Background: an optimization exercise with open tools, aiming at small area and a short achievable clock period. Do not read the settings as production practice.
RTL that was checked went through simulation tests only; none was proved equivalent to the original.
For run 2, only the layout was checked, not whether the RTL still works.
No activity file was given, so power comes from the tool's default toggle rates.

==> flow/design.v (outline; a module is shown in full before it is edited, if it fits) <==
// module PE_fa: 4 lines
// module PE_nha: 4 lines
// module PE_pg: 4 lines
// module PE_sel: 3 lines
// module PE_prod: 120 lines
// module PE_acc0: 101 lines
// module PE_acc1: 152 lines
// module PE_acc2: 155 lines
// module PE_acc3: 160 lines
// module PE_prod_and: 131 lines
// module PE_acc00: 118 lines
// module PE_x3: 52 lines
// module matrix_dot_4x4: 171 lines
module matrix_dot_4x4 (
    input clk,
    input reset,
    input [7:0] A_in_0, A_in_1, A_in_2, A_in_3,
    input [7:0] B_in_0, B_in_1, B_in_2, B_in_3,
    output [31:0] C_out_00, C_out_01, C_out_02, C_out_03,
    output [31:0] C_out_10, C_out_11, C_out_12, C_out_13,
    output [31:0] C_out_20, C_out_21, C_out_22, C_out_23,
    output [31:0] C_out_30, C_out_31, C_out_32, C_out_33
);
  // ...
==> flow/flow/run.sh <==
#!/bin/bash
# Layout flow: the standard layout (standard.sh), with the port buffers
# made of plain buffers instead of the delay-cell footprint buffer_ports picks
# by default. Every tool's output goes to standard.log in this folder.
set -euo pipefail
export BUFFER_PORTS_ARGS="-buffer_cell sky130_fd_sc_hd__buf_4"
bash standard.sh finish > standard.log 2>&1
==> flow/standard.sh <==
#!/bin/bash
# synth_recipe.tcl (not shown) runs the flow's synth.tcl, then flattens the netlist and writes it again
# the make line also repeats each setting of config.mk as NAME=value (left out here)
make -C /OpenROAD-flow-scripts/flow DESIGN_CONFIG=/design/flow/config.mk WORK_HOME=/design/flow/orfs CLKGATE_MAP_FILE= SYNTH_SCRIPT=/design/flow/synth_recipe.tcl "${@:-finish}"
==> flow/config.mk <==
export PLATFORM = sky130hd
export DESIGN_NAME = matrix_dot_4x4
export DESIGN_NICKNAME = matrix_dot_4x4
export VERILOG_FILES = /design/flow/design.v
export SDC_FILE = /design/flow/constraint.sdc
export NUM_CORES = 4
export LEC_CHECK = 0
export CAP_MARGIN = 20
export CORE_MARGIN = 2
export CORE_UTILIZATION = 40
export SETUP_SLACK_MARGIN = 2.8
export SLEW_MARGIN = 20
export SYNTH_HIERARCHICAL = 1
==> flow/constraint.sdc <==
create_clock -name core_clock -period 5.0 [get_ports {clk}]
set_input_delay 1.0000 -clock core_clock [delete_from_list [all_inputs] [get_ports {clk}]]
set_output_delay 1.0000 -clock core_clock [all_outputs]
set_load 0.01 [all_outputs]
==> results.toml, run 1 <==
[cts]
cts_buffers = 114
h-tree-depth = 3
clk_latency_ns = 0.73

[pwr]
internal-power_mw = 33.6
p_per_area_nw_per_um2 = 812
pwr-share-clk = 0.157
comb_cell_power_mw = 33.6
top_power_group = "combinational logic"

[cells_and_area]
drive_gt1_frac = 0.347
fillers = 13200
final_util = 0.471
fin_area_um2 = 68600
clk_share = 0.0573
nets = 6329
seq_area_um2 = 21800

[route]
m1WireLength_um = 62300
drc = 0
routed_wl_um = 148000

[placement]
placed_area_um2 = 58900
dp_cells = 7014
pre_cts_slack_ns = 2.03

[grt]
grt_pass1_wl_um = 227000
antenna_found_initial = 17
grt_pass1_vias = 38400
track_usage = 0.193

[logic_synthesis]
synth_compound_area_frac = 0.124
synth_top_family_by_area = "adder cells"
yosys-top-cells-area = "dfxtp_1 (36%), buf_4 (13%), fa_1 (13%)"

[run_status]
status = "no timing/DRC/antenna violations"

[sta]
min_period_ns = 2.55
rsz0062_at_grt = "true"

[setup_path]
r2r_slack_ns = 2.45

[floorplanning]
io_pins = 578
==> module PE_prod, before the edit <==
module PE_prod (
    input  [7:0] d,
    input  [7:0] m,
    input  [9:1] m3,
    output [27:0] n
);
    wire sa0_0 = d[0] & ~d[1];
    wire sb0_1 = ~d[0] & d[1];
    wire sc0_2 = d[0] & d[1];
    wire npp3 = ~(d[0] & m[0]);
    wire pn4;
    PE_sel upn4 (.s1(sa0_0), .v1(m[1]), .s2(sb0_1), .v2(m[0]), .s3(sc0_2), .v3(m3[1]), .n(pn4));
    wire pn5;
    PE_sel upn5 (.s1(sa0_0), .v1(m[2]), .s2(sb0_1), .v2(m[1]), .s3(sc0_2), .v3(m3[2]), .n(pn5));
    wire pn6;
    PE_sel upn6 (.s1(sa0_0), .v1(m[3]), .s2(sb0_1), .v2(m[2]), .s3(sc0_2), .v3(m3[3]), .n(pn6));
    wire pn7;
    PE_sel upn7 (.s1(sa0_0), .v1(m[4]), .s2(sb0_1), .v2(m[3]), .s3(sc0_2), .v3(m3[4]), .n(pn7));
    wire pn8;
    PE_sel upn8 (.s1(sa0_0), .v1(m[5]), .s2(sb0_1), .v2(m[4]), .s3(sc0_2), .v3(m3[5]), .n(pn8));
    wire pn9;
    PE_sel upn9 (.s1(sa0_0), .v1(m[6]), .s2(sb0_1), .v2(m[5]), .s3(sc0_2), .v3(m3[6]), .n(pn9));
    wire pn10;
    PE_sel upn10 (.s1(sa0_0), .v1(m[7]), .s2(sb0_1), .v2(m[6]), .s3(sc0_2), .v3(m3[7]), .n(pn10));
    wire npp11 = ~((sb0_1 & m[7]) | (sc0_2 & m3[8]));
    wire npp12 = ~(sc0_2 & m3[9]);
    wire sa1_13 = d[2] & ~d[3];
    wire sb1_14 = ~d[2] & d[3];
    wire sc1_15 = d[2] & d[3];
    wire npp16 = ~(d[2] & m[0]);
    wire pn17;
    PE_sel upn17 (.s1(sa1_13), .v1(m[1]), .s2(sb1_14), .v2(m[0]), .s3(sc1_15), .v3(m3[1]), .n(pn17));
    wire pn18;
    PE_sel upn18 (.s1(sa1_13), .v1(m[2]), .s2(sb1_14), .v2(m[1]), .s3(sc1_15), .v3(m3[2]), .n(pn18));
    wire pn19;
    PE_sel upn19 (.s1(sa1_13), .v1(m[3]), .s2(sb1_14), .v2(m[2]), .s3(sc1_15), .v3(m3[3]), .n(pn19));
    wire pn20;
    PE_sel upn20 (.s1(sa1_13), .v1(m[4]), .s2(sb1_14), .v2(m[3]), .s3(sc1_15), .v3(m3[4]), .n(pn20));
    wire pn21;
    PE_sel upn21 (.s1(sa1_13), .v1(m[5]), .s2(sb1_14), .v2(m[4]), .s3(sc1_15), .v3(m3[5]), .n(pn21));
    wire pn22;
    PE_sel upn22 (.s1(sa1_13), .v1(m[6]), .s2(sb1_14), .v2(m[5]), .s3(sc1_15), .v3(m3[6]), .n(pn22));
    wire pn23;
    PE_sel upn23 (.s1(sa1_13), .v1(m[7]), .s2(sb1_14), .v2(m[6]), .s3(sc1_15), .v3(m3[7]), .n(pn23));
    wire npp24 = ~((sb1_14 & m[7]) | (sc1_15 & m3[8]));
    wire npp25 = ~(sc1_15 & m3[9]);
    wire sa2_26 = d[4] & ~d[5];
    wire sb2_27 = ~d[4] & d[5];
    wire sc2_28 = d[4] & d[5];
    wire npp29 = ~(d[4] & m[0]);
    wire pn30;
    PE_sel upn30 (.s1(sa2_26), .v1(m[1]), .s2(sb2_27), .v2(m[0]), .s3(sc2_28), .v3(m3[1]), .n(pn30));
    wire pn31;
    PE_sel upn31 (.s1(sa2_26), .v1(m[2]), .s2(sb2_27), .v2(m[1]), .s3(sc2_28), .v3(m3[2]), .n(pn31));
    wire pn32;
    PE_sel upn32 (.s1(sa2_26), .v1(m[3]), .s2(sb2_27), .v2(m[2]), .s3(sc2_28), .v3(m3[3]), .n(pn32));
    wire pn33;
    PE_sel upn33 (.s1(sa2_26), .v1(m[4]), .s2(sb2_27), .v2(m[3]), .s3(sc2_28), .v3(m3[4]), .n(pn33));
    wire pn34;
    PE_sel upn34 (.s1(sa2_26), .v1(m[5]), .s2(sb2_27), .v2(m[4]), .s3(sc2_28), .v3(m3[5]), .n(pn34));
    wire pn35;
    PE_sel upn35 (.s1(sa2_26), .v1(m[6]), .s2(sb2_27), .v2(m[5]), .s3(sc2_28), .v3(m3[6]), .n(pn35));
    wire pn36;
    PE_sel upn36 (.s1(sa2_26), .v1(m[7]), .s2(sb2_27), .v2(m[6]), .s3(sc2_28), .v3(m3[7]), .n(pn36));
    wire npp37 = ~((sb2_27 & m[7]) | (sc2_28 & m3[8]));
    wire npp38 = ~(sc2_28 & m3[9]);
    wire sa3_39 = d[6] & ~d[7];
    wire sb3_40 = ~d[6] & d[7];
    wire sc3_41 = d[6] & d[7];
    wire npp42 = ~(d[6] & m[0]);
    wire pn43;
    PE_sel upn43 (.s1(sa3_39), .v1(m[1]), .s2(sb3_40), .v2(m[0]), .s3(sc3_41), .v3(m3[1]), .n(pn43));
    wire pn44;
    PE_sel upn44 (.s1(sa3_39), .v1(m[2]), .s2(sb3_40), .v2(m[1]), .s3(sc3_41), .v3(m3[2]), .n(pn44));
    wire pn45;
    PE_sel upn45 (.s1(sa3_39), .v1(m[3]), .s2(sb3_40), .v2(m[2]), .s3(sc3_41), .v3(m3[3]), .n(pn45));
    wire pn46;
    PE_sel upn46 (.s1(sa3_39), .v1(m[4]), .s2(sb3_40), .v2(m[3]), .s3(sc3_41), .v3(m3[4]), .n(pn46));
    wire pn47;
    PE_sel upn47 (.s1(sa3_39), .v1(m[5]), .s2(sb3_40), .v2(m[4]), .s3(sc3_41), .v3(m3[5]), .n(pn47));
    wire pn48;
    PE_sel upn48 (.s1(sa3_39), .v1(m[6]), .s2(sb3_40), .v2(m[5]), .s3(sc3_41), .v3(m3[6]), .n(pn48));
    wire pn49;
    PE_sel upn49 (.s1(sa3_39), .v1(m[7]), .s2(sb3_40), .v2(m[6]), .s3(sc3_41), .v3(m3[7]), .n(pn49));
    wire npp50 = ~((sb3_40 & m[7]) | (sc3_41 & m3[8]));
    wire npp51 = ~(sc3_41 & m3[9]);
    wire fs52, fc52;
    PE_fa ufs52 (.x(pn9), .y(pn20), .z(pn31), .s(fs52), .c(fc52));
    wire fs53, fc53;
    PE_fa ufs53 (.x(pn10), .y(pn21), .z(pn32), .s(fs53), .c(fc53));
    wire fs54, fc54;
    PE_fa ufs54 (.x(npp11), .y(pn22), .z(pn33), .s(fs54), .c(fc54));
    wire fs55, fc55;
    PE_fa ufs55 (.x(npp12), .y(pn23), .z(pn34), .s(fs55), .c(fc55));
    wire fs56, fc56;
    PE_fa ufs56 (.x(npp24), .y(pn35), .z(pn46), .s(fs56), .c(fc56));
    wire fs57, fc57;
    PE_fa ufs57 (.x(npp25), .y(pn36), .z(pn47), .s(fs57), .c(fc57));
    wire fs58, fc58;
    PE_fa ufs58 (.x(pn7), .y(pn18), .z(npp29), .s(fs58), .c(fc58));
    wire fs59, fc59;
    PE_fa ufs59 (.x(pn8), .y(pn19), .z(pn30), .s(fs59), .c(fc59));
    wire hs60, hc60;
    PE_nha uhs60 (.x(npp42), .y(fs52), .s(hs60), .c(hc60));
    wire fs61, fc61;
    PE_fa ufs61 (.x(pn43), .y(fc52), .z(fs53), .s(fs61), .c(fc61));
    wire fs62, fc62;
    PE_fa ufs62 (.x(pn44), .y(fc53), .z(fs54), .s(fs62), .c(fc62));
    wire fs63, fc63;
    PE_fa ufs63 (.x(pn45), .y(fc54), .z(fs55), .s(fs63), .c(fc63));
    wire hs64, hc64;
    PE_nha uhs64 (.x(fc55), .y(fs56), .s(hs64), .c(hc64));
    wire hs65, hc65;
    PE_nha uhs65 (.x(fc56), .y(fs57), .s(hs65), .c(hc65));
    wire fs66, fc66;
    PE_fa ufs66 (.x(npp37), .y(pn48), .z(fc57), .s(fs66), .c(fc66));
    wire hs67, hc67;
    PE_nha uhs67 (.x(npp38), .y(pn49), .s(hs67), .c(hc67));
    assign n = {npp51, hc67, npp50, hs67, fc66, fs66, hc65, hs65, hc64, hs64, fc63, fs63, fc62, fs62, fc61, fs61, hc60, hs60, fc59, fs59, fc58, fs58, pn17, pn6, npp16, pn5, pn4, npp3};
endmodule
==> module PE_acc1, before the edit <==
module PE_acc1 (
    input  [27:0] n,
    input  [15:0] q,
    output [16:0] s
);
    wire nq0 = ~q[0];
    wire nq1 = ~q[1];
    wire nq2 = ~q[2];
    wire nq3 = ~q[3];
    wire nq4 = ~q[4];
    wire nq5 = ~q[5];
    wire nq6 = ~q[6];
    wire nq7 = ~q[7];
    wire nq8 = ~q[8];
    wire nq9 = ~q[9];
    wire nq10 = ~q[10];
    wire nq11 = ~q[11];
    wire nq12 = ~q[12];
    wire nq13 = ~q[13];
    wire nq14 = ~q[14];
    wire nq15 = ~q[15];
    wire fs16, fc16;
    PE_fa ufs16 (.x(n[2]), .y(n[3]), .z(nq2), .s(fs16), .c(fc16));
    wire fs17, fc17;
    PE_fa ufs17 (.x(n[4]), .y(n[5]), .z(nq3), .s(fs17), .c(fc17));
    wire hs18, hc18;
    PE_nha uhs18 (.x(n[6]), .y(nq4), .s(hs18), .c(hc18));
    wire fs19, fc19;
    PE_fa ufs19 (.x(n[7]), .y(n[8]), .z(nq5), .s(fs19), .c(fc19));
    wire fs20, fc20;
    PE_fa ufs20 (.x(n[9]), .y(n[10]), .z(nq6), .s(fs20), .c(fc20));
    wire fs21, fc21;
    PE_fa ufs21 (.x(n[11]), .y(n[12]), .z(nq7), .s(fs21), .c(fc21));
    wire fs22, fc22;
    PE_fa ufs22 (.x(n[13]), .y(n[14]), .z(nq8), .s(fs22), .c(fc22));
    wire fs23, fc23;
    PE_fa ufs23 (.x(n[15]), .y(n[16]), .z(nq9), .s(fs23), .c(fc23));
    wire fs24, fc24;
    PE_fa ufs24 (.x(n[17]), .y(n[18]), .z(nq10), .s(fs24), .c(fc24));
    wire fs25, fc25;
    PE_fa ufs25 (.x(n[19]), .y(n[20]), .z(nq11), .s(fs25), .c(fc25));
    wire fs26, fc26;
    PE_fa ufs26 (.x(n[21]), .y(n[22]), .z(nq12), .s(fs26), .c(fc26));
    wire fs27, fc27;
    PE_fa ufs27 (.x(n[23]), .y(n[24]), .z(nq13), .s(fs27), .c(fc27));
    wire fs28, fc28;
    PE_fa ufs28 (.x(n[25]), .y(n[26]), .z(nq14), .s(fs28), .c(fc28));
    wire hs29, hc29;
    PE_nha uhs29 (.x(n[27]), .y(nq15), .s(hs29), .c(hc29));
    wire hg30, hp30;
    PE_pg uhg30 (.x(n[0]), .y(nq0), .g(hg30), .p(hp30));
    wire hg31, hp31;
    PE_pg uhg31 (.x(n[1]), .y(nq1), .g(hg31), .p(hp31));
    wire nt32 = ~fs16;
    wire hg33, hp33;
    PE_pg uhg33 (.x(fc16), .y(fs17), .g(hg33), .p(hp33));
    wire hg34, hp34;
    PE_pg uhg34 (.x(fc17), .y(hs18), .g(hg34), .p(hp34));
    wire hg35, hp35;
    PE_pg uhg35 (.x(hc18), .y(fs19), .g(hg35), .p(hp35));
    wire hg36, hp36;
    PE_pg uhg36 (.x(fc19), .y(fs20), .g(hg36), .p(hp36));
    wire hg37, hp37;
    PE_pg uhg37 (.x(fc20), .y(fs21), .g(hg37), .p(hp37));
    wire hg38, hp38;
    PE_pg uhg38 (.x(fc21), .y(fs22), .g(hg38), .p(hp38));
    wire hg39, hp39;
    PE_pg uhg39 (.x(fc22), .y(fs23), .g(hg39), .p(hp39));
    wire hg40, hp40;
    PE_pg uhg40 (.x(fc23), .y(fs24), .g(hg40), .p(hp40));
    wire hg41, hp41;
    PE_pg uhg41 (.x(fc24), .y(fs25), .g(hg41), .p(hp41));
    wire hg42, hp42;
    PE_pg uhg42 (.x(fc25), .y(fs26), .g(hg42), .p(hp42));
    wire hg43, hp43;
    PE_pg uhg43 (.x(fc26), .y(fs27), .g(hg43), .p(hp43));
    wire hg44, hp44;
    PE_pg uhg44 (.x(fc27), .y(fs28), .g(hg44), .p(hp44));
    wire hg45, hp45;
    PE_pg uhg45 (.x(fc28), .y(hs29), .g(hg45), .p(hp45));
    wire nt46 = ~hc29;
    wire or47 = hg30 | hp30;
    wire G48 = hg31 | (hp31 & or47);
    wire G49 = hg33 | (hp33 & fs16);
    wire an50 = hp33 & nt32;
    wire G51 = hg35 | (hp35 & hg34);
    wire an52 = hp35 & hp34;
    wire G53 = hg37 | (hp37 & hg36);
    wire an54 = hp37 & hp36;
    wire G55 = hg39 | (hp39 & hg38);
    wire an56 = hp39 & hp38;
    wire G57 = hg41 | (hp41 & hg40);
    wire an58 = hp41 & hp40;
    wire G59 = hg43 | (hp43 & hg42);
    wire an60 = hp43 & hp42;
    wire G61 = hg45 | (hp45 & hg44);
    wire an62 = hp45 & hp44;
    wire G63 = fs16 | (nt32 & G48);
    wire G64 = G49 | (an50 & G48);
    wire G65 = hg36 | (hp36 & G51);
    wire an66 = hp36 & an52;
    wire G67 = G53 | (an54 & G51);
    wire an68 = an54 & an52;
    wire G69 = hg40 | (hp40 & G55);
    wire an70 = hp40 & an56;
    wire G71 = G57 | (an58 & G55);
    wire an72 = an58 & an56;
    wire G73 = hg44 | (hp44 & G59);
    wire an74 = hp44 & an60;
    wire G75 = G61 | (an62 & G59);
    wire an76 = an62 & an60;
    wire G77 = hg34 | (hp34 & G64);
    wire G78 = G51 | (an52 & G64);
    wire G79 = G65 | (an66 & G64);
    wire G80 = G67 | (an68 & G64);
    wire G81 = hg42 | (hp42 & G71);
    wire an82 = hp42 & an72;
    wire G83 = G59 | (an60 & G71);
    wire an84 = an60 & an72;
    wire G85 = G73 | (an74 & G71);
    wire an86 = an74 & an72;
    wire G87 = G75 | (an76 & G71);
    wire an88 = an76 & an72;
    wire G89 = hg38 | (hp38 & G80);
    wire G90 = G55 | (an56 & G80);
    wire G91 = G69 | (an70 & G80);
    wire G92 = G71 | (an72 & G80);
    wire G93 = G81 | (an82 & G80);
    wire G94 = G83 | (an84 & G80);
    wire G95 = G85 | (an86 & G80);
    wire G96 = G87 | (an88 & G80);
    wire G97 = hc29 | (nt46 & G96);
    wire nt98 = ~hp30;
    wire nt99 = ~nt98;
    wire xn100 = ~(hp31 ^ or47);
    wire xn101 = ~(nt32 ^ G48);
    wire xn102 = ~(hp33 ^ G63);
    wire xn103 = ~(hp34 ^ G64);
    wire xn104 = ~(hp35 ^ G77);
    wire xn105 = ~(hp36 ^ G78);
    wire xn106 = ~(hp37 ^ G79);
    wire xn107 = ~(hp38 ^ G80);
    wire xn108 = ~(hp39 ^ G89);
    wire xn109 = ~(hp40 ^ G90);
    wire xn110 = ~(hp41 ^ G91);
    wire xn111 = ~(hp42 ^ G92);
    wire xn112 = ~(hp43 ^ G93);
    wire xn113 = ~(hp44 ^ G94);
    wire xn114 = ~(hp45 ^ G95);
    wire xn115 = ~(nt46 ^ G96);
    assign s = {xn115, xn114, xn113, xn112, xn111, xn110, xn109, xn108, xn107, xn106, xn105, xn104, xn103, xn102, xn101, xn100, nt99};
endmodule
==> module PE_acc2, before the edit <==
module PE_acc2 (
    input  [27:0] n,
    input  [16:0] q,
    output [17:0] s
);
    wire nq0 = ~q[0];
    wire nq1 = ~q[1];
    wire nq2 = ~q[2];
    wire nq3 = ~q[3];
    wire nq4 = ~q[4];
    wire nq5 = ~q[5];
    wire nq6 = ~q[6];
    wire nq7 = ~q[7];
    wire nq8 = ~q[8];
    wire nq9 = ~q[9];
    wire nq10 = ~q[10];
    wire nq11 = ~q[11];
    wire nq12 = ~q[12];
    wire nq13 = ~q[13];
    wire nq14 = ~q[14];
    wire nq15 = ~q[15];
    wire nq16 = ~q[16];
    wire fs17, fc17;
    PE_fa ufs17 (.x(n[2]), .y(n[3]), .z(nq2), .s(fs17), .c(fc17));
    wire fs18, fc18;
    PE_fa ufs18 (.x(n[4]), .y(n[5]), .z(nq3), .s(fs18), .c(fc18));
    wire hs19, hc19;
    PE_nha uhs19 (.x(n[6]), .y(nq4), .s(hs19), .c(hc19));
    wire fs20, fc20;
    PE_fa ufs20 (.x(n[7]), .y(n[8]), .z(nq5), .s(fs20), .c(fc20));
    wire fs21, fc21;
    PE_fa ufs21 (.x(n[9]), .y(n[10]), .z(nq6), .s(fs21), .c(fc21));
    wire fs22, fc22;
    PE_fa ufs22 (.x(n[11]), .y(n[12]), .z(nq7), .s(fs22), .c(fc22));
    wire fs23, fc23;
    PE_fa ufs23 (.x(n[13]), .y(n[14]), .z(nq8), .s(fs23), .c(fc23));
    wire fs24, fc24;
    PE_fa ufs24 (.x(n[15]), .y(n[16]), .z(nq9), .s(fs24), .c(fc24));
    wire fs25, fc25;
    PE_fa ufs25 (.x(n[17]), .y(n[18]), .z(nq10), .s(fs25), .c(fc25));
    wire fs26, fc26;
    PE_fa ufs26 (.x(n[19]), .y(n[20]), .z(nq11), .s(fs26), .c(fc26));
    wire fs27, fc27;
    PE_fa ufs27 (.x(n[21]), .y(n[22]), .z(nq12), .s(fs27), .c(fc27));
    wire fs28, fc28;
    PE_fa ufs28 (.x(n[23]), .y(n[24]), .z(nq13), .s(fs28), .c(fc28));
    wire fs29, fc29;
    PE_fa ufs29 (.x(n[25]), .y(n[26]), .z(nq14), .s(fs29), .c(fc29));
    wire hs30, hc30;
    PE_nha uhs30 (.x(n[27]), .y(nq15), .s(hs30), .c(hc30));
    wire hg31, hp31;
    PE_pg uhg31 (.x(n[0]), .y(nq0), .g(hg31), .p(hp31));
    wire hg32, hp32;
    PE_pg uhg32 (.x(n[1]), .y(nq1), .g(hg32), .p(hp32));
    wire nt33 = ~fs17;
    wire hg34, hp34;
    PE_pg uhg34 (.x(fc17), .y(fs18), .g(hg34), .p(hp34));
    wire hg35, hp35;
    PE_pg uhg35 (.x(fc18), .y(hs19), .g(hg35), .p(hp35));
    wire hg36, hp36;
    PE_pg uhg36 (.x(hc19), .y(fs20), .g(hg36), .p(hp36));
    wire hg37, hp37;
    PE_pg uhg37 (.x(fc20), .y(fs21), .g(hg37), .p(hp37));
    wire hg38, hp38;
    PE_pg uhg38 (.x(fc21), .y(fs22), .g(hg38), .p(hp38));
    wire hg39, hp39;
    PE_pg uhg39 (.x(fc22), .y(fs23), .g(hg39), .p(hp39));
    wire hg40, hp40;
    PE_pg uhg40 (.x(fc23), .y(fs24), .g(hg40), .p(hp40));
    wire hg41, hp41;
    PE_pg uhg41 (.x(fc24), .y(fs25), .g(hg41), .p(hp41));
    wire hg42, hp42;
    PE_pg uhg42 (.x(fc25), .y(fs26), .g(hg42), .p(hp42));
    wire hg43, hp43;
    PE_pg uhg43 (.x(fc26), .y(fs27), .g(hg43), .p(hp43));
    wire hg44, hp44;
    PE_pg uhg44 (.x(fc27), .y(fs28), .g(hg44), .p(hp44));
    wire hg45, hp45;
    PE_pg uhg45 (.x(fc28), .y(fs29), .g(hg45), .p(hp45));
    wire hg46, hp46;
    PE_pg uhg46 (.x(fc29), .y(hs30), .g(hg46), .p(hp46));
    wire hg47, hp47;
    PE_pg uhg47 (.x(nq16), .y(hc30), .g(hg47), .p(hp47));
    wire or48 = hg31 | hp31;
    wire G49 = hg32 | (hp32 & or48);
    wire G50 = hg34 | (hp34 & fs17);
    wire an51 = hp34 & nt33;
    wire G52 = hg36 | (hp36 & hg35);
    wire an53 = hp36 & hp35;
    wire G54 = hg38 | (hp38 & hg37);
    wire an55 = hp38 & hp37;
    wire G56 = hg40 | (hp40 & hg39);
    wire an57 = hp40 & hp39;
    wire G58 = hg42 | (hp42 & hg41);
    wire an59 = hp42 & hp41;
    wire G60 = hg44 | (hp44 & hg43);
    wire an61 = hp44 & hp43;
    wire G62 = hg46 | (hp46 & hg45);
    wire an63 = hp46 & hp45;
    wire G64 = fs17 | (nt33 & G49);
    wire G65 = G50 | (an51 & G49);
    wire G66 = hg37 | (hp37 & G52);
    wire an67 = hp37 & an53;
    wire G68 = G54 | (an55 & G52);
    wire an69 = an55 & an53;
    wire G70 = hg41 | (hp41 & G56);
    wire an71 = hp41 & an57;
    wire G72 = G58 | (an59 & G56);
    wire an73 = an59 & an57;
    wire G74 = hg45 | (hp45 & G60);
    wire an75 = hp45 & an61;
    wire G76 = G62 | (an63 & G60);
    wire an77 = an63 & an61;
    wire G78 = hg35 | (hp35 & G65);
    wire G79 = G52 | (an53 & G65);
    wire G80 = G66 | (an67 & G65);
    wire G81 = G68 | (an69 & G65);
    wire G82 = hg43 | (hp43 & G72);
    wire an83 = hp43 & an73;
    wire G84 = G60 | (an61 & G72);
    wire an85 = an61 & an73;
    wire G86 = G74 | (an75 & G72);
    wire an87 = an75 & an73;
    wire G88 = G76 | (an77 & G72);
    wire an89 = an77 & an73;
    wire G90 = hg39 | (hp39 & G81);
    wire G91 = G56 | (an57 & G81);
    wire G92 = G70 | (an71 & G81);
    wire G93 = G72 | (an73 & G81);
    wire G94 = G82 | (an83 & G81);
    wire G95 = G84 | (an85 & G81);
    wire G96 = G86 | (an87 & G81);
    wire G97 = G88 | (an89 & G81);
    wire G98 = hg47 | (hp47 & G97);
    wire nt99 = ~hp31;
    wire nt100 = ~nt99;
    wire xn101 = ~(hp32 ^ or48);
    wire xn102 = ~(nt33 ^ G49);
    wire xn103 = ~(hp34 ^ G64);
    wire xn104 = ~(hp35 ^ G65);
    wire xn105 = ~(hp36 ^ G78);
    wire xn106 = ~(hp37 ^ G79);
    wire xn107 = ~(hp38 ^ G80);
    wire xn108 = ~(hp39 ^ G81);
    wire xn109 = ~(hp40 ^ G90);
    wire xn110 = ~(hp41 ^ G91);
    wire xn111 = ~(hp42 ^ G92);
    wire xn112 = ~(hp43 ^ G93);
    wire xn113 = ~(hp44 ^ G94);
    wire xn114 = ~(hp45 ^ G95);
    wire xn115 = ~(hp46 ^ G96);
    wire xn116 = ~(hp47 ^ G97);
    wire nt117 = ~G98;
    assign s = {nt117, xn116, xn115, xn114, xn113, xn112, xn111, xn110, xn109, xn108, xn107, xn106, xn105, xn104, xn103, xn102, xn101, nt100};
endmodule
==> module PE_acc3, before the edit <==
module PE_acc3 (
    input  [27:0] n,
    input  [17:0] q,
    output [17:0] s
);
    wire nq0 = ~q[0];
    wire nq1 = ~q[1];
    wire nq2 = ~q[2];
    wire nq3 = ~q[3];
    wire nq4 = ~q[4];
    wire nq5 = ~q[5];
    wire nq6 = ~q[6];
    wire nq7 = ~q[7];
    wire nq8 = ~q[8];
    wire nq9 = ~q[9];
    wire nq10 = ~q[10];
    wire nq11 = ~q[11];
    wire nq12 = ~q[12];
    wire nq13 = ~q[13];
    wire nq14 = ~q[14];
    wire nq15 = ~q[15];
    wire nq16 = ~q[16];
    wire nq17 = ~q[17];
    wire fs18, fc18;
    PE_fa ufs18 (.x(n[2]), .y(n[3]), .z(nq2), .s(fs18), .c(fc18));
    wire fs19, fc19;
    PE_fa ufs19 (.x(n[4]), .y(n[5]), .z(nq3), .s(fs19), .c(fc19));
    wire hs20, hc20;
    PE_nha uhs20 (.x(n[6]), .y(nq4), .s(hs20), .c(hc20));
    wire fs21, fc21;
    PE_fa ufs21 (.x(n[7]), .y(n[8]), .z(nq5), .s(fs21), .c(fc21));
    wire fs22, fc22;
    PE_fa ufs22 (.x(n[9]), .y(n[10]), .z(nq6), .s(fs22), .c(fc22));
    wire fs23, fc23;
    PE_fa ufs23 (.x(n[11]), .y(n[12]), .z(nq7), .s(fs23), .c(fc23));
    wire fs24, fc24;
    PE_fa ufs24 (.x(n[13]), .y(n[14]), .z(nq8), .s(fs24), .c(fc24));
    wire fs25, fc25;
    PE_fa ufs25 (.x(n[15]), .y(n[16]), .z(nq9), .s(fs25), .c(fc25));
    wire fs26, fc26;
    PE_fa ufs26 (.x(n[17]), .y(n[18]), .z(nq10), .s(fs26), .c(fc26));
    wire fs27, fc27;
    PE_fa ufs27 (.x(n[19]), .y(n[20]), .z(nq11), .s(fs27), .c(fc27));
    wire fs28, fc28;
    PE_fa ufs28 (.x(n[21]), .y(n[22]), .z(nq12), .s(fs28), .c(fc28));
    wire fs29, fc29;
    PE_fa ufs29 (.x(n[23]), .y(n[24]), .z(nq13), .s(fs29), .c(fc29));
    wire fs30, fc30;
    PE_fa ufs30 (.x(n[25]), .y(n[26]), .z(nq14), .s(fs30), .c(fc30));
    wire hs31, hc31;
    PE_nha uhs31 (.x(n[27]), .y(nq15), .s(hs31), .c(hc31));
    wire hg32, hp32;
    PE_pg uhg32 (.x(n[0]), .y(nq0), .g(hg32), .p(hp32));
    wire hg33, hp33;
    PE_pg uhg33 (.x(n[1]), .y(nq1), .g(hg33), .p(hp33));
    wire nt34 = ~fs18;
    wire hg35, hp35;
    PE_pg uhg35 (.x(fc18), .y(fs19), .g(hg35), .p(hp35));
    wire hg36, hp36;
    PE_pg uhg36 (.x(fc19), .y(hs20), .g(hg36), .p(hp36));
    wire hg37, hp37;
    PE_pg uhg37 (.x(hc20), .y(fs21), .g(hg37), .p(hp37));
    wire hg38, hp38;
    PE_pg uhg38 (.x(fc21), .y(fs22), .g(hg38), .p(hp38));
    wire hg39, hp39;
    PE_pg uhg39 (.x(fc22), .y(fs23), .g(hg39), .p(hp39));
    wire hg40, hp40;
    PE_pg uhg40 (.x(fc23), .y(fs24), .g(hg40), .p(hp40));
    wire hg41, hp41;
    PE_pg uhg41 (.x(fc24), .y(fs25), .g(hg41), .p(hp41));
    wire hg42, hp42;
    PE_pg uhg42 (.x(fc25), .y(fs26), .g(hg42), .p(hp42));
    wire hg43, hp43;
    PE_pg uhg43 (.x(fc26), .y(fs27), .g(hg43), .p(hp43));
    wire hg44, hp44;
    PE_pg uhg44 (.x(fc27), .y(fs28), .g(hg44), .p(hp44));
    wire hg45, hp45;
    PE_pg uhg45 (.x(fc28), .y(fs29), .g(hg45), .p(hp45));
    wire hg46, hp46;
    PE_pg uhg46 (.x(fc29), .y(fs30), .g(hg46), .p(hp46));
    wire hg47, hp47;
    PE_pg uhg47 (.x(fc30), .y(hs31), .g(hg47), .p(hp47));
    wire hg48, hp48;
    PE_pg uhg48 (.x(nq16), .y(hc31), .g(hg48), .p(hp48));
    wire nt49 = ~nq17;
    wire or50 = hg32 | hp32;
    wire G51 = hg33 | (hp33 & or50);
    wire G52 = hg35 | (hp35 & fs18);
    wire an53 = hp35 & nt34;
    wire G54 = hg37 | (hp37 & hg36);
    wire an55 = hp37 & hp36;
    wire G56 = hg39 | (hp39 & hg38);
    wire an57 = hp39 & hp38;
    wire G58 = hg41 | (hp41 & hg40);
    wire an59 = hp41 & hp40;
    wire G60 = hg43 | (hp43 & hg42);
    wire an61 = hp43 & hp42;
    wire G62 = hg45 | (hp45 & hg44);
    wire an63 = hp45 & hp44;
    wire G64 = hg47 | (hp47 & hg46);
    wire an65 = hp47 & hp46;
    wire G66 = nq17 | (nt49 & hg48);
    wire an67 = nt49 & hp48;
    wire G68 = fs18 | (nt34 & G51);
    wire G69 = G52 | (an53 & G51);
    wire G70 = hg38 | (hp38 & G54);
    wire an71 = hp38 & an55;
    wire G72 = G56 | (an57 & G54);
    wire an73 = an57 & an55;
    wire G74 = hg42 | (hp42 & G58);
    wire an75 = hp42 & an59;
    wire G76 = G60 | (an61 & G58);
    wire an77 = an61 & an59;
    wire G78 = hg46 | (hp46 & G62);
    wire an79 = hp46 & an63;
    wire G80 = G64 | (an65 & G62);
    wire an81 = an65 & an63;
    wire G82 = hg36 | (hp36 & G69);
    wire G83 = G54 | (an55 & G69);
    wire G84 = G70 | (an71 & G69);
    wire G85 = G72 | (an73 & G69);
    wire G86 = hg44 | (hp44 & G76);
    wire an87 = hp44 & an77;
    wire G88 = G62 | (an63 & G76);
    wire an89 = an63 & an77;
    wire G90 = G78 | (an79 & G76);
    wire an91 = an79 & an77;
    wire G92 = G80 | (an81 & G76);
    wire an93 = an81 & an77;
    wire G94 = hg40 | (hp40 & G85);
    wire G95 = G58 | (an59 & G85);
    wire G96 = G74 | (an75 & G85);
    wire G97 = G76 | (an77 & G85);
    wire G98 = G86 | (an87 & G85);
    wire G99 = G88 | (an89 & G85);
    wire G100 = G90 | (an91 & G85);
    wire G101 = G92 | (an93 & G85);
    wire G102 = hg48 | (hp48 & G101);
    wire G103 = G66 | (an67 & G101);
    wire nt104 = ~hp32;
    wire nt105 = ~nt104;
    wire xn106 = ~(hp33 ^ or50);
    wire xn107 = ~(nt34 ^ G51);
    wire xn108 = ~(hp35 ^ G68);
    wire xn109 = ~(hp36 ^ G69);
    wire xn110 = ~(hp37 ^ G82);
    wire xn111 = ~(hp38 ^ G83);
    wire xn112 = ~(hp39 ^ G84);
    wire xn113 = ~(hp40 ^ G85);
    wire xn114 = ~(hp41 ^ G94);
    wire xn115 = ~(hp42 ^ G95);
    wire xn116 = ~(hp43 ^ G96);
    wire xn117 = ~(hp44 ^ G97);
    wire xn118 = ~(hp45 ^ G98);
    wire xn119 = ~(hp46 ^ G99);
    wire xn120 = ~(hp47 ^ G100);
    wire xn121 = ~(hp48 ^ G101);
    wire xn122 = ~(nt49 ^ G102);
    assign s = {xn122, xn121, xn120, xn119, xn118, xn117, xn116, xn115, xn114, xn113, xn112, xn111, xn110, xn109, xn108, xn107, xn106, nt105};
endmodule
==> module PE_prod_and, before the edit <==
module PE_prod_and (
    input  [7:0] d,
    input  [7:0] m,
    output [36:0] n
);
    wire npp0 = ~(d[0] & m[0]);
    wire npp1 = ~(d[0] & m[1]);
    wire npp2 = ~(d[0] & m[2]);
    wire npp3 = ~(d[0] & m[3]);
    wire npp4 = ~(d[0] & m[4]);
    wire npp5 = ~(d[0] & m[5]);
    wire npp6 = ~(d[0] & m[6]);
    wire npp7 = ~(d[0] & m[7]);
    wire npp8 = ~(d[1] & m[0]);
    wire npp9 = ~(d[1] & m[1]);
    wire npp10 = ~(d[1] & m[2]);
    wire npp11 = ~(d[1] & m[3]);
    wire npp12 = ~(d[1] & m[4]);
    wire npp13 = ~(d[1] & m[5]);
    wire npp14 = ~(d[1] & m[6]);
    wire npp15 = ~(d[1] & m[7]);
    wire npp16 = ~(d[2] & m[0]);
    wire npp17 = ~(d[2] & m[1]);
    wire npp18 = ~(d[2] & m[2]);
    wire npp19 = ~(d[2] & m[3]);
    wire npp20 = ~(d[2] & m[4]);
    wire npp21 = ~(d[2] & m[5]);
    wire npp22 = ~(d[2] & m[6]);
    wire npp23 = ~(d[2] & m[7]);
    wire npp24 = ~(d[3] & m[0]);
    wire npp25 = ~(d[3] & m[1]);
    wire npp26 = ~(d[3] & m[2]);
    wire npp27 = ~(d[3] & m[3]);
    wire npp28 = ~(d[3] & m[4]);
    wire npp29 = ~(d[3] & m[5]);
    wire npp30 = ~(d[3] & m[6]);
    wire npp31 = ~(d[3] & m[7]);
    wire npp32 = ~(d[4] & m[0]);
    wire npp33 = ~(d[4] & m[1]);
    wire npp34 = ~(d[4] & m[2]);
    wire npp35 = ~(d[4] & m[3]);
    wire npp36 = ~(d[4] & m[4]);
    wire npp37 = ~(d[4] & m[5]);
    wire npp38 = ~(d[4] & m[6]);
    wire npp39 = ~(d[4] & m[7]);
    wire npp40 = ~(d[5] & m[0]);
    wire npp41 = ~(d[5] & m[1]);
    wire npp42 = ~(d[5] & m[2]);
    wire npp43 = ~(d[5] & m[3]);
    wire npp44 = ~(d[5] & m[4]);
    wire npp45 = ~(d[5] & m[5]);
    wire npp46 = ~(d[5] & m[6]);
    wire npp47 = ~(d[5] & m[7]);
    wire npp48 = ~(d[6] & m[0]);
    wire npp49 = ~(d[6] & m[1]);
    wire npp50 = ~(d[6] & m[2]);
    wire npp51 = ~(d[6] & m[3]);
    wire npp52 = ~(d[6] & m[4]);
    wire npp53 = ~(d[6] & m[5]);
    wire npp54 = ~(d[6] & m[6]);
    wire npp55 = ~(d[6] & m[7]);
    wire npp56 = ~(d[7] & m[0]);
    wire npp57 = ~(d[7] & m[1]);
    wire npp58 = ~(d[7] & m[2]);
    wire npp59 = ~(d[7] & m[3]);
    wire npp60 = ~(d[7] & m[4]);
    wire npp61 = ~(d[7] & m[5]);
    wire npp62 = ~(d[7] & m[6]);
    wire npp63 = ~(d[7] & m[7]);
    wire fs64, fc64;
    PE_fa ufs64 (.x(npp6), .y(npp13), .z(npp20), .s(fs64), .c(fc64));
    wire fs65, fc65;
    PE_fa ufs65 (.x(npp7), .y(npp14), .z(npp21), .s(fs65), .c(fc65));
    wire fs66, fc66;
    PE_fa ufs66 (.x(npp28), .y(npp35), .z(npp42), .s(fs66), .c(fc66));
    wire fs67, fc67;
    PE_fa ufs67 (.x(npp15), .y(npp22), .z(npp29), .s(fs67), .c(fc67));
    wire fs68, fc68;
    PE_fa ufs68 (.x(npp36), .y(npp43), .z(npp50), .s(fs68), .c(fc68));
    wire fs69, fc69;
    PE_fa ufs69 (.x(npp23), .y(npp30), .z(npp37), .s(fs69), .c(fc69));
    wire fs70, fc70;
    PE_fa ufs70 (.x(npp4), .y(npp11), .z(npp18), .s(fs70), .c(fc70));
    wire fs71, fc71;
    PE_fa ufs71 (.x(npp5), .y(npp12), .z(npp19), .s(fs71), .c(fc71));
    wire fs72, fc72;
    PE_fa ufs72 (.x(npp26), .y(npp33), .z(npp40), .s(fs72), .c(fc72));
    wire fs73, fc73;
    PE_fa ufs73 (.x(npp27), .y(npp34), .z(npp41), .s(fs73), .c(fc73));
    wire hs74, hc74;
    PE_nha uhs74 (.x(npp48), .y(fs64), .s(hs74), .c(hc74));
    wire fs75, fc75;
    PE_fa ufs75 (.x(npp49), .y(npp56), .z(fc64), .s(fs75), .c(fc75));
    wire hs76, hc76;
    PE_nha uhs76 (.x(fs65), .y(fs66), .s(hs76), .c(hc76));
    wire fs77, fc77;
    PE_fa ufs77 (.x(npp57), .y(fc65), .z(fc66), .s(fs77), .c(fc77));
    wire hs78, hc78;
    PE_nha uhs78 (.x(fs67), .y(fs68), .s(hs78), .c(hc78));
    wire fs79, fc79;
    PE_fa ufs79 (.x(npp44), .y(npp51), .z(npp58), .s(fs79), .c(fc79));
    wire fs80, fc80;
    PE_fa ufs80 (.x(fc67), .y(fc68), .z(fs69), .s(fs80), .c(fc80));
    wire fs81, fc81;
    PE_fa ufs81 (.x(npp31), .y(npp38), .z(npp45), .s(fs81), .c(fc81));
    wire fs82, fc82;
    PE_fa ufs82 (.x(npp52), .y(npp59), .z(fc69), .s(fs82), .c(fc82));
    wire fs83, fc83;
    PE_fa ufs83 (.x(npp39), .y(npp46), .z(npp53), .s(fs83), .c(fc83));
    wire fs84, fc84;
    PE_fa ufs84 (.x(npp3), .y(npp10), .z(npp17), .s(fs84), .c(fc84));
    wire fs85, fc85;
    PE_fa ufs85 (.x(npp25), .y(npp32), .z(fs70), .s(fs85), .c(fc85));
    wire fs86, fc86;
    PE_fa ufs86 (.x(fc70), .y(fs71), .z(fs72), .s(fs86), .c(fc86));
    wire fs87, fc87;
    PE_fa ufs87 (.x(fc71), .y(fc72), .z(fs73), .s(fs87), .c(fc87));
    wire fs88, fc88;
    PE_fa ufs88 (.x(fc73), .y(hc74), .z(fs75), .s(fs88), .c(fc88));
    wire fs89, fc89;
    PE_fa ufs89 (.x(fc75), .y(hc76), .z(fs77), .s(fs89), .c(fc89));
    wire fs90, fc90;
    PE_fa ufs90 (.x(fc77), .y(hc78), .z(fs79), .s(fs90), .c(fc90));
    wire fs91, fc91;
    PE_fa ufs91 (.x(fc79), .y(fc80), .z(fs81), .s(fs91), .c(fc91));
    wire fs92, fc92;
    PE_fa ufs92 (.x(npp60), .y(fc81), .z(fc82), .s(fs92), .c(fc92));
    wire fs93, fc93;
    PE_fa ufs93 (.x(npp47), .y(npp54), .z(npp61), .s(fs93), .c(fc93));
    assign n = {npp63, fc93, npp62, npp55, fs93, fc92, fc83, fs92, fc91, fs83, fs91, fc90, fs82, fs90, fc89, fs80, fs89, fc88, hs78, fs88, fc87, hs76, fs87, fc86, hs74, fs86, fc85, fs85, fc84, fs84, npp24, npp16, npp9, npp2, npp8, npp1, npp0};
endmodule
==> run 2, diff against run 1 <==
--- a/flow/design.v
+++ b/flow/design.v
@@ -115,23 +115,23 @@
     PE_fa ufs58 (.x(pn7), .y(pn18), .z(npp29), .s(fs58), .c(fc58));
     wire fs59, fc59;
     PE_fa ufs59 (.x(pn8), .y(pn19), .z(pn30), .s(fs59), .c(fc59));
-    wire hs60, hc60;
-    PE_nha uhs60 (.x(npp42), .y(fs52), .s(hs60), .c(hc60));
+    wire fs60, fc60;
+    PE_fa ufs60 (.x(npp42), .y(fs52), .z(1'b1), .s(fs60), .c(fc60));
     wire fs61, fc61;
     PE_fa ufs61 (.x(pn43), .y(fc52), .z(fs53), .s(fs61), .c(fc61));
     wire fs62, fc62;
     PE_fa ufs62 (.x(pn44), .y(fc53), .z(fs54), .s(fs62), .c(fc62));
     wire fs63, fc63;
     PE_fa ufs63 (.x(pn45), .y(fc54), .z(fs55), .s(fs63), .c(fc63));
-    wire hs64, hc64;
-    PE_nha uhs64 (.x(fc55), .y(fs56), .s(hs64), .c(hc64));
-    wire hs65, hc65;
-    PE_nha uhs65 (.x(fc56), .y(fs57), .s(hs65), .c(hc65));
+    wire fs64, fc64;
+    PE_fa ufs64 (.x(fc55), .y(fs56), .z(1'b1), .s(fs64), .c(fc64));
+    wire fs65, fc65;
+    PE_fa ufs65 (.x(fc56), .y(fs57), .z(1'b1), .s(fs65), .c(fc65));
     wire fs66, fc66;
     PE_fa ufs66 (.x(npp37), .y(pn48), .z(fc57), .s(fs66), .c(fc66));
-    wire hs67, hc67;
-    PE_nha uhs67 (.x(npp38), .y(pn49), .s(hs67), .c(hc67));
-    assign n = {npp51, hc67, npp50, hs67, fc66, fs66, hc65, hs65, hc64, hs64, fc63, fs63, fc62, fs62, fc61, fs61, hc60, hs60, fc59, fs59, fc58, fs58, pn17, pn6, npp16, pn5, pn4, npp3};
+    wire fs67, fc67;
+    PE_fa ufs67 (.x(npp38), .y(pn49), .z(1'b1), .s(fs67), .c(fc67));
+    assign n = {npp51, fc67, npp50, fs67, fc66, fs66, fc65, fs65, fc64, fs64, fc63, fs63, fc62, fs62, fc61, fs61, fc60, fs60, fc59, fs59, fc58, fs58, pn17, pn6, npp16, pn5, pn4, npp3};
 endmodule
 module PE_acc0 (
     input  [27:0] n,
@@ -259,8 +259,8 @@
     PE_fa ufs16 (.x(n[2]), .y(n[3]), .z(nq2), .s(fs16), .c(fc16));
     wire fs17, fc17;
     PE_fa ufs17 (.x(n[4]), .y(n[5]), .z(nq3), .s(fs17), .c(fc17));
-    wire hs18, hc18;
-    PE_nha uhs18 (.x(n[6]), .y(nq4), .s(hs18), .c(hc18));
+    wire fs18, fc18;
+    PE_fa ufs18 (.x(n[6]), .y(nq4), .z(1'b1), .s(fs18), .c(fc18));
     wire fs19, fc19;
     PE_fa ufs19 (.x(n[7]), .y(n[8]), .z(nq5), .s(fs19), .c(fc19));
     wire fs20, fc20;
@@ -281,8 +281,8 @@
     PE_fa ufs27 (.x(n[23]), .y(n[24]), .z(nq13), .s(fs27), .c(fc27));
     wire fs28, fc28;
     PE_fa ufs28 (.x(n[25]), .y(n[26]), .z(nq14), .s(fs28), .c(fc28));
-    wire hs29, hc29;
-    PE_nha uhs29 (.x(n[27]), .y(nq15), .s(hs29), .c(hc29));
+    wire fs29, fc29;
+    PE_fa ufs29 (.x(n[27]), .y(nq15), .z(1'b1), .s(fs29), .c(fc29));
     wire hg30, hp30;
     PE_pg uhg30 (.x(n[0]), .y(nq0), .g(hg30), .p(hp30));
     wire hg31, hp31;
@@ -291,9 +291,9 @@
     wire hg33, hp33;
     PE_pg uhg33 (.x(fc16), .y(fs17), .g(hg33), .p(hp33));
     wire hg34, hp34;
-    PE_pg uhg34 (.x(fc17), .y(hs18), .g(hg34), .p(hp34));
+    PE_pg uhg34 (.x(fc17), .y(fs18), .g(hg34), .p(hp34));
     wire hg35, hp35;
-    PE_pg uhg35 (.x(hc18), .y(fs19), .g(hg35), .p(hp35));
+    PE_pg uhg35 (.x(fc18), .y(fs19), .g(hg35), .p(hp35));
     wire hg36, hp36;
     PE_pg uhg36 (.x(fc19), .y(fs20), .g(hg36), .p(hp36));
     wire hg37, hp37;
@@ -313,8 +313,8 @@
     wire hg44, hp44;
     PE_pg uhg44 (.x(fc27), .y(fs28), .g(hg44), .p(hp44));
     wire hg45, hp45;
-    PE_pg uhg45 (.x(fc28), .y(hs29), .g(hg45), .p(hp45));
-    wire nt46 = ~hc29;
+    PE_pg uhg45 (.x(fc28), .y(fs29), .g(hg45), .p(hp45));
+    wire nt46 = ~fc29;
     wire or47 = hg30 | hp30;
     wire G48 = hg31 | (hp31 & or47);
     wire G49 = hg33 | (hp33 & fs16);
@@ -365,7 +365,7 @@
     wire G94 = G83 | (an84 & G80);
     wire G95 = G85 | (an86 & G80);
     wire G96 = G87 | (an88 & G80);
-    wire G97 = hc29 | (nt46 & G96);
+    wire G97 = fc29 | (nt46 & G96);
     wire nt98 = ~hp30;
     wire nt99 = ~nt98;
     wire xn100 = ~(hp31 ^ or47);
@@ -412,8 +412,8 @@
     PE_fa ufs17 (.x(n[2]), .y(n[3]), .z(nq2), .s(fs17), .c(fc17));
     wire fs18, fc18;
     PE_fa ufs18 (.x(n[4]), .y(n[5]), .z(nq3), .s(fs18), .c(fc18));
-    wire hs19, hc19;
-    PE_nha uhs19 (.x(n[6]), .y(nq4), .s(hs19), .c(hc19));
+    wire fs19, fc19;
+    PE_fa ufs19 (.x(n[6]), .y(nq4), .z(1'b1), .s(fs19), .c(fc19));
     wire fs20, fc20;
     PE_fa ufs20 (.x(n[7]), .y(n[8]), .z(nq5), .s(fs20), .c(fc20));
     wire fs21, fc21;
@@ -434,8 +434,8 @@
     PE_fa ufs28 (.x(n[23]), .y(n[24]), .z(nq13), .s(fs28), .c(fc28));
     wire fs29, fc29;
     PE_fa ufs29 (.x(n[25]), .y(n[26]), .z(nq14), .s(fs29), .c(fc29));
-    wire hs30, hc30;
-    PE_nha uhs30 (.x(n[27]), .y(nq15), .s(hs30), .c(hc30));
+    wire fs30, fc30;
+    PE_fa ufs30 (.x(n[27]), .y(nq15), .z(1'b1), .s(fs30), .c(fc30));
     wire hg31, hp31;
     PE_pg uhg31 (.x(n[0]), .y(nq0), .g(hg31), .p(hp31));
     wire hg32, hp32;
@@ -444,9 +444,9 @@
     wire hg34, hp34;
     PE_pg uhg34 (.x(fc17), .y(fs18), .g(hg34), .p(hp34));
     wire hg35, hp35;
-    PE_pg uhg35 (.x(fc18), .y(hs19), .g(hg35), .p(hp35));
+    PE_pg uhg35 (.x(fc18), .y(fs19), .g(hg35), .p(hp35));
     wire hg36, hp36;
-    PE_pg uhg36 (.x(hc19), .y(fs20), .g(hg36), .p(hp36));
+    PE_pg uhg36 (.x(fc19), .y(fs20), .g(hg36), .p(hp36));
     wire hg37, hp37;
     PE_pg uhg37 (.x(fc20), .y(fs21), .g(hg37), .p(hp37));
     wire hg38, hp38;
@@ -466,9 +466,9 @@
     wire hg45, hp45;
     PE_pg uhg45 (.x(fc28), .y(fs29), .g(hg45), .p(hp45));
     wire hg46, hp46;
-    PE_pg uhg46 (.x(fc29), .y(hs30), .g(hg46), .p(hp46));
+    PE_pg uhg46 (.x(fc29), .y(fs30), .g(hg46), .p(hp46));
     wire hg47, hp47;
-    PE_pg uhg47 (.x(nq16), .y(hc30), .g(hg47), .p(hp47));
+    PE_pg uhg47 (.x(nq16), .y(fc30), .g(hg47), .p(hp47));
     wire or48 = hg31 | hp31;
     wire G49 = hg32 | (hp32 & or48);
     wire G50 = hg34 | (hp34 & fs17);
@@ -568,8 +568,8 @@
     PE_fa ufs18 (.x(n[2]), .y(n[3]), .z(nq2), .s(fs18), .c(fc18));
     wire fs19, fc19;
     PE_fa ufs19 (.x(n[4]), .y(n[5]), .z(nq3), .s(fs19), .c(fc19));
-    wire hs20, hc20;
-    PE_nha uhs20 (.x(n[6]), .y(nq4), .s(hs20), .c(hc20));
+    wire fs20, fc20;
+    PE_fa ufs20 (.x(n[6]), .y(nq4), .z(1'b1), .s(fs20), .c(fc20));
     wire fs21, fc21;
     PE_fa ufs21 (.x(n[7]), .y(n[8]), .z(nq5), .s(fs21), .c(fc21));
     wire fs22, fc22;
@@ -590,8 +590,8 @@
     PE_fa ufs29 (.x(n[23]), .y(n[24]), .z(nq13), .s(fs29), .c(fc29));
     wire fs30, fc30;
     PE_fa ufs30 (.x(n[25]), .y(n[26]), .z(nq14), .s(fs30), .c(fc30));
-    wire hs31, hc31;
-    PE_nha uhs31 (.x(n[27]), .y(nq15), .s(hs31), .c(hc31));
+    wire fs31, fc31;
+    PE_fa ufs31 (.x(n[27]), .y(nq15), .z(1'b1), .s(fs31), .c(fc31));
     wire hg32, hp32;
     PE_pg uhg32 (.x(n[0]), .y(nq0), .g(hg32), .p(hp32));
     wire hg33, hp33;
@@ -600,9 +600,9 @@
     wire hg35, hp35;
     PE_pg uhg35 (.x(fc18), .y(fs19), .g(hg35), .p(hp35));
     wire hg36, hp36;
-    PE_pg uhg36 (.x(fc19), .y(hs20), .g(hg36), .p(hp36));
+    PE_pg uhg36 (.x(fc19), .y(fs20), .g(hg36), .p(hp36));
     wire hg37, hp37;
-    PE_pg uhg37 (.x(hc20), .y(fs21), .g(hg37), .p(hp37));
+    PE_pg uhg37 (.x(fc20), .y(fs21), .g(hg37), .p(hp37));
     wire hg38, hp38;
     PE_pg uhg38 (.x(fc21), .y(fs22), .g(hg38), .p(hp38));
     wire hg39, hp39;
@@ -622,9 +622,9 @@
     wire hg46, hp46;
     PE_pg uhg46 (.x(fc29), .y(fs30), .g(hg46), .p(hp46));
     wire hg47, hp47;
-    PE_pg uhg47 (.x(fc30), .y(hs31), .g(hg47), .p(hp47));
+    PE_pg uhg47 (.x(fc30), .y(fs31), .g(hg47), .p(hp47));
     wire hg48, hp48;
-    PE_pg uhg48 (.x(nq16), .y(hc31), .g(hg48), .p(hp48));
+    PE_pg uhg48 (.x(nq16), .y(fc31), .g(hg48), .p(hp48));
     wire nt49 = ~nq17;
     wire or50 = hg32 | hp32;
     wire G51 = hg33 | (hp33 & or50);
@@ -790,16 +790,16 @@
     PE_fa ufs72 (.x(npp26), .y(npp33), .z(npp40), .s(fs72), .c(fc72));
     wire fs73, fc73;
     PE_fa ufs73 (.x(npp27), .y(npp34), .z(npp41), .s(fs73), .c(fc73));
-    wire hs74, hc74;
-    PE_nha uhs74 (.x(npp48), .y(fs64), .s(hs74), .c(hc74));
+    wire fs74, fc74;
+    PE_fa ufs74 (.x(npp48), .y(fs64), .z(1'b1), .s(fs74), .c(fc74));
     wire fs75, fc75;
     PE_fa ufs75 (.x(npp49), .y(npp56), .z(fc64), .s(fs75), .c(fc75));
-    wire hs76, hc76;
-    PE_nha uhs76 (.x(fs65), .y(fs66), .s(hs76), .c(hc76));
+    wire fs76, fc76;
+    PE_fa ufs76 (.x(fs65), .y(fs66), .z(1'b1), .s(fs76), .c(fc76));
     wire fs77, fc77;
     PE_fa ufs77 (.x(npp57), .y(fc65), .z(fc66), .s(fs77), .c(fc77));
-    wire hs78, hc78;
-    PE_nha uhs78 (.x(fs67), .y(fs68), .s(hs78), .c(hc78));
+    wire fs78, fc78;
+    PE_fa ufs78 (.x(fs67), .y(fs68), .z(1'b1), .s(fs78), .c(fc78));
     wire fs79, fc79;
     PE_fa ufs79 (.x(npp44), .y(npp51), .z(npp58), .s(fs79), .c(fc79));
     wire fs80, fc80;
@@ -819,18 +819,18 @@
     wire fs87, fc87;
     PE_fa ufs87 (.x(fc71), .y(fc72), .z(fs73), .s(fs87), .c(fc87));
     wire fs88, fc88;
-    PE_fa ufs88 (.x(fc73), .y(hc74), .z(fs75), .s(fs88), .c(fc88));
+    PE_fa ufs88 (.x(fc73), .y(fc74), .z(fs75), .s(fs88), .c(fc88));
     wire fs89, fc89;
-    PE_fa ufs89 (.x(fc75), .y(hc76), .z(fs77), .s(fs89), .c(fc89));
+    PE_fa ufs89 (.x(fc75), .y(fc76), .z(fs77), .s(fs89), .c(fc89));
     wire fs90, fc90;
-    PE_fa ufs90 (.x(fc77), .y(hc78), .z(fs79), .s(fs90), .c(fc90));
+    PE_fa ufs90 (.x(fc77), .y(fc78), .z(fs79), .s(fs90), .c(fc90));
     wire fs91, fc91;
     PE_fa ufs91 (.x(fc79), .y(fc80), .z(fs81), .s(fs91), .c(fc91));
     wire fs92, fc92;
     PE_fa ufs92 (.x(npp60), .y(fc81), .z(fc82), .s(fs92), .c(fc92));
     wire fs93, fc93;
     PE_fa ufs93 (.x(npp47), .y(npp54), .z(npp61), .s(fs93), .c(fc93));
-    assign n = {npp63, fc93, npp62, npp55, fs93, fc92, fc83, fs92, fc91, fs83, fs91, fc90, fs82, fs90, fc89, fs80, fs89, fc88, hs78, fs88, fc87, hs76, fs87, fc86, hs74, fs86, fc85, fs85, fc84, fs84, npp24, npp16, npp9, npp2, npp8, npp1, npp0};
+    assign n = {npp63, fc93, npp62, npp55, fs93, fc92, fc83, fs92, fc91, fs83, fs91, fc90, fs82, fs90, fc89, fs80, fs89, fc88, fs78, fs88, fc87, fs76, fs87, fc86, fs74, fs86, fc85, fs85, fc84, fs84, npp24, npp16, npp9, npp2, npp8, npp1, npp0};
 endmodule
 module PE_acc00 (
     input  [36:0] n,
@@ -838,12 +838,12 @@
 );
     wire fs0, fc0;
     PE_fa ufs0 (.x(n[3]), .y(n[4]), .z(n[5]), .s(fs0), .c(fc0));
-    wire hs1, hc1;
-    PE_nha uhs1 (.x(n[6]), .y(n[7]), .s(hs1), .c(hc1));
-    wire hs2, hc2;
-    PE_nha uhs2 (.x(n[8]), .y(n[9]), .s(hs2), .c(hc2));
-    wire hs3, hc3;
-    PE_nha uhs3 (.x(n[10]), .y(n[11]), .s(hs3), .c(hc3));
+    wire fs1, fc1;
+    PE_fa ufs1 (.x(n[6]), .y(n[7]), .z(1'b1), .s(fs1), .c(fc1));
+    wire fs2, fc2;
+    PE_fa ufs2 (.x(n[8]), .y(n[9]), .z(1'b1), .s(fs2), .c(fc2));
+    wire fs3, fc3;
+    PE_fa ufs3 (.x(n[10]), .y(n[11]), .z(1'b1), .s(fs3), .c(fc3));
     wire fs4, fc4;
     PE_fa ufs4 (.x(n[12]), .y(n[13]), .z(n[14]), .s(fs4), .c(fc4));
     wire fs5, fc5;
@@ -865,13 +865,13 @@
     PE_pg uhg13 (.x(n[1]), .y(n[2]), .g(hg13), .p(hp13));
     wire nt14 = ~fs0;
     wire hg15, hp15;
-    PE_pg uhg15 (.x(fc0), .y(hs1), .g(hg15), .p(hp15));
+    PE_pg uhg15 (.x(fc0), .y(fs1), .g(hg15), .p(hp15));
     wire hg16, hp16;
-    PE_pg uhg16 (.x(hc1), .y(hs2), .g(hg16), .p(hp16));
+    PE_pg uhg16 (.x(fc1), .y(fs2), .g(hg16), .p(hp16));
     wire hg17, hp17;
-    PE_pg uhg17 (.x(hc2), .y(hs3), .g(hg17), .p(hp17));
+    PE_pg uhg17 (.x(fc2), .y(fs3), .g(hg17), .p(hp17));
     wire hg18, hp18;
-    PE_pg uhg18 (.x(hc3), .y(fs4), .g(hg18), .p(hp18));
+    PE_pg uhg18 (.x(fc3), .y(fs4), .g(hg18), .p(hp18));
     wire hg19, hp19;
     PE_pg uhg19 (.x(fc4), .y(fs5), .g(hg19), .p(hp19));
     wire hg20, hp20;
==> flow/flow/run.sh (replaced) <==
#!/bin/bash
# Layout flow: the standard layout (standard.sh), with the port buffers
# made of plain buffers instead of the delay-cell footprint buffer_ports picks
# by default. Every tool's output goes to standard.log in this folder.
set -euo pipefail
export BUFFER_PORTS_ARGS="-buffer_cell sky130_fd_sc_hd__buf_2"
bash standard.sh finish > standard.log 2>&1
--- a/flow/config.mk
+++ b/flow/config.mk
@@ -8,6 +8,7 @@
 export CAP_MARGIN = 20
 export CORE_MARGIN = 2
 export CORE_UTILIZATION = 40
-export SETUP_SLACK_MARGIN = 2.8
+export CTS_BUF_LIST = sky130_fd_sc_hd__clkbuf_4 sky130_fd_sc_hd__clkbuf_8
+export SETUP_SLACK_MARGIN = 2.6
 export SLEW_MARGIN = 20
 export SYNTH_HIERARCHICAL = 1
==> results.toml, run 2 <==
[sta]
fmaxAchievable_mhz = 395
finalCritPeriodShare = 0.506
finalHoldViolations = 0
slew_headroom = 0.560
min_period_ns = 2.53
rsz0062_at_grt = "true"
setup-tns-final_ns = 0
worstMarginPinSlew_ns = 0.660
clock_skew_ns = 0.0485
setup_violations = 0
drv_slew = 0
hold_ws_ns = 0.281

[floorplanning]
die_h_um = 385
dieArea_um2 = 148000
rows = 139
chipWidth_um = 385
core_area_um2 = 144000
initial_core_util = 0.404
io_pins = 578

[route]
drtPass1Iterations = 14
drc = 0
first_iter_violations = 4892
antenna_left = 0
via_count = 37300
vias_per_cell = 5.18
avgRoutedWirePerCell_um = 20.3
routed_wl_um = 146000

[setup_path]
critPathMaxFanout = 4
required_ns = 5.81
cpPeakStageDelay_ns = 0.52
crit_chain = "inv_2, fa_1, ha_4, buf_4, a21o_1, nor3_2, a21oi_4, a21o_1, ha_4, nor2_2, xor2_1"
worstPathArrival_ns = 3.34
r2r_slack_ns = 2.47
slowest_stage = "fa_1"
r2r-end = "q23[17]$_DFF_P_"
path_class = "flip-flop to flip-flop"
reg2reg_depth = 11
crit_path_start_kind = "flip-flop"
r2r_start = "q22[11]$_DFF_P_"
worstSetupEndpointType = "flip-flop"

[logic_synthesis]
yosys.cell_types.count = 69
synth_edf_count = 0
ys_warn_count = 7
netlist_area_um2 = 58100
ys_ff_latch = 1060
synth_top_area_cell = "dfxtp_1"
syn_area_per_cell_um2 = 11.1
synthFlopType = "dfxtp_1"
yosysSeqAreaShare = 0.366
postSynth.asyncResetShare = 0
synthMostInstantiatedCell = "dfxtp_1"
yosys-top-cells-area = "dfxtp_1 (37%), fa_1 (16%), buf_4 (13%)"
synth_cells = 5229
netlist_top_cells_count = "dfxtp_1 (1,060), buf_4 (1,014), fa_1 (460), a222oi_1 (420), inv_1 (343)"
synth_top_area_frac = 0.366

[cells_and_area]
final_util = 0.455
top_register = "m00"
largest_reg_flops = 37
layout_common_cells = "dfxtp_1 (791), a222oi_1 (420), fa_1 (419)"
nets = 6031
syn_to_final_growth_pct = 12.8
layout_commonest_cell = "dfxtp_1"
drive_gt1_frac = 0.312

[placement]
hpwlAfterDp_um = 111000
routabilityCongestion = 0.915
portBuffers = 340

[pwr]
cellLeakagePower_nw = 26.9
ir_drop_uv = 517
p_per_area_nw_per_um2 = 826

[grt]
grt_pass1_wl_um = 221000
track_usage = 0.193
antenna_found_initial = 30
grt_start_max_net_pins = 17
grt_pass1_vias = 37700
grt_overflow_total = 0

[min_path]
holdPathEnd = "b2_0[3]$_DFF_P_"
hold_start = "B_in_2[3]"
hold_depth = 1
hold_path.class = "input port to flip-flop"

[cts]
clk_latency_ns = 0.90
clock_path_buffers = 3
cts_buffers = 184
clk_pin_slew_ns = 0.07
clock-sinks = 1060
cts_tree = "built"
h-tree-depth = 4
root_buffer = "clkbuf_8"
hold_buffers = 0

[flow_run]
maxCapViolations = 0

[run_status]
status = "no timing/DRC/antenna violations"
## run 2: cell type report
cell class,count,area (um^2)
Antenna cell,9,22.5
Clock buffer,280,3620
Clock inverter,44,508
Fill cell,13200,78400
Inverter,343,1300
Multi-Input combinational cell,3088,31600
Sequential cell,1060,21700
Tap cell,1903,2380
Timing Repair Buffer,486,4350
## run 2: critical path: cells and delay by family, from the launching register on
| family | cells | cell delay [ns] |
|---|---|---|
| AO/OA/AOI/OAI | 3 | 0.53 |
| XOR/XNOR | 1 | 0.13 |
| adder cells (fa/ha/maj) | 3 | 0.91 |
| buffers and inverters | 2 | 0.18 |
| flip-flops | 1 | 0.35 |
| AND/OR/NAND/NOR | 2 | 0.33 |
## run 2: logic make-up (layout without fill, tap and decap cells)
family,count (synthesis),count (layout),share of synthesized area
fa+ha+maj,802,802,0.232
other cells,30,335,0.00194
simple gates,899,899,0.0827
xor+xnor,151,151,0.0228
mux,65,65,0.0126
buf+inv,1377,1153,0.157
compound gates,845,845,0.125
flops,1060,1060,0.366
## run 2: what timing repair did
item,in CTS,in global routing
pin swaps,139,203
gates resized for setup,675,255
setup endpoints to repair,385,354
setup buffers,86,60
## run 2: routing by layer
layer | track usage | wire length (um) | vias up
li1 | - | - | 17000
met1 | 0.247 | 60000 | 18300
met2 | 0.317 | 69800 | 1662
met3 | 0.0483 | 11700 | 327
met4 | 0.0674 | 4830 | 18
met5 | 0 | 123 | -
## run 2: modules after synthesis (local to each module, per instance)
module / flip-flops and latches / cells inside / cell area [um^2]
PE_acc3: 0 / 114 / 694
PE_prod_and: 0 / 118 / 704
PE_acc2: 0 / 113 / 686
PE_acc0: 0 / 72 / 509
matrix_dot_4x4: 1060 / 1297 / 23000
PE_fa: 0 / 1 / 20.0
PE_acc1: 0 / 112 / 763
PE_sel: 0 / 1 / 10.0
PE_acc00: 0 / 75 / 512
PE_prod: 0 / 57 / 384
PE_pg: 0 / 1 / 12.5
PE_x3: 0 / 41 / 360
## run 2: how the worst max path moves through the flow
| stage | slack (ns) | start | endpoint |
|---|---|---|---|
| floorplan | 2.24 | B_in_1[4] | m01[16]$_DFF_P_ |
| global placement | 1.88 | A_in_3[4] | m30[18]$_DFF_P_ |
| detailed placement | 1.88 | A_in_3[2] | m30[14]$_DFF_P_ |
| CTS | 2.44 | q11[0]$_DFF_P_ | C_out_11[0] |
| global route | 2.39 | q22[11]$_DFF_P_ | q23[17]$_DFF_P_ |
| finish | 2.47 | q22[11]$_DFF_P_ | q23[17]$_DFF_P_ |
## run 2: through the flow
| stage | setup slack [ns] | instance area [um^2] | cells | power (mW) |
|---|---|---|---|---|
| after detailed placement | 1.88 | 56600 | 6734 | 38.5 |
| after global routing | 2.39 | 65500 | 7209 | 58.5 |
| final | 2.47 | 65500 | 7213 | 54.1 |
| after floorplan | 2.24 | 60400 | 5525 | 39.8 |
| after global placement | 1.88 | 56600 | 6734 | 38.1 |
| after CTS | 2.44 | 64000 | 7144 | 51.7 |
## run 2: where the power goes
group,internal [mW],switching (mW)
registers,11.5,2.02
logic,15.9,16.0
clock network,5.08,3.64
total,32.5,21.6

==> port drivers added, routing unchanged <==
The flow's constraints put no driver on any port. The routed layouts listed below were extracted and timed again, unchanged, in two steps.
Step 1 assumes that a clkbuf_16 drives the clock port and a buf_2 every other input.
Step 2 moves the port delays by t, midway between the first and last clock arrival at a register: inputs arrive t later, outputs are due t later. That takes back most of the time a late clock gives input paths.
a / b / c = ideal / step 1 / step 2; a / b = the first two.
| run | t (ns) | slack for setup (ns) | hold WS [ns] | clock arrival spread, ns | worst register clock-pin slew, ns |
|---|---|---|---|---|---|
| run 1 | 0.790 | 2.450 / 2.450 / 1.955 | 0.354 / 0.354 / 0.354 | 0.047 / 0.047 | 0.07 / 0.07 |
| run 2 | 0.948 | 2.470 / 2.438 / 1.795 | 0.281 / 0.270 / 0.345 | 0.059 / 0.058 | 0.07 / 0.07 |
After both steps setup and hold are still met in every run listed. The setup slack of run 2, which loses most, moves by -0.032 ns with the drivers and by -0.675 ns with both steps.
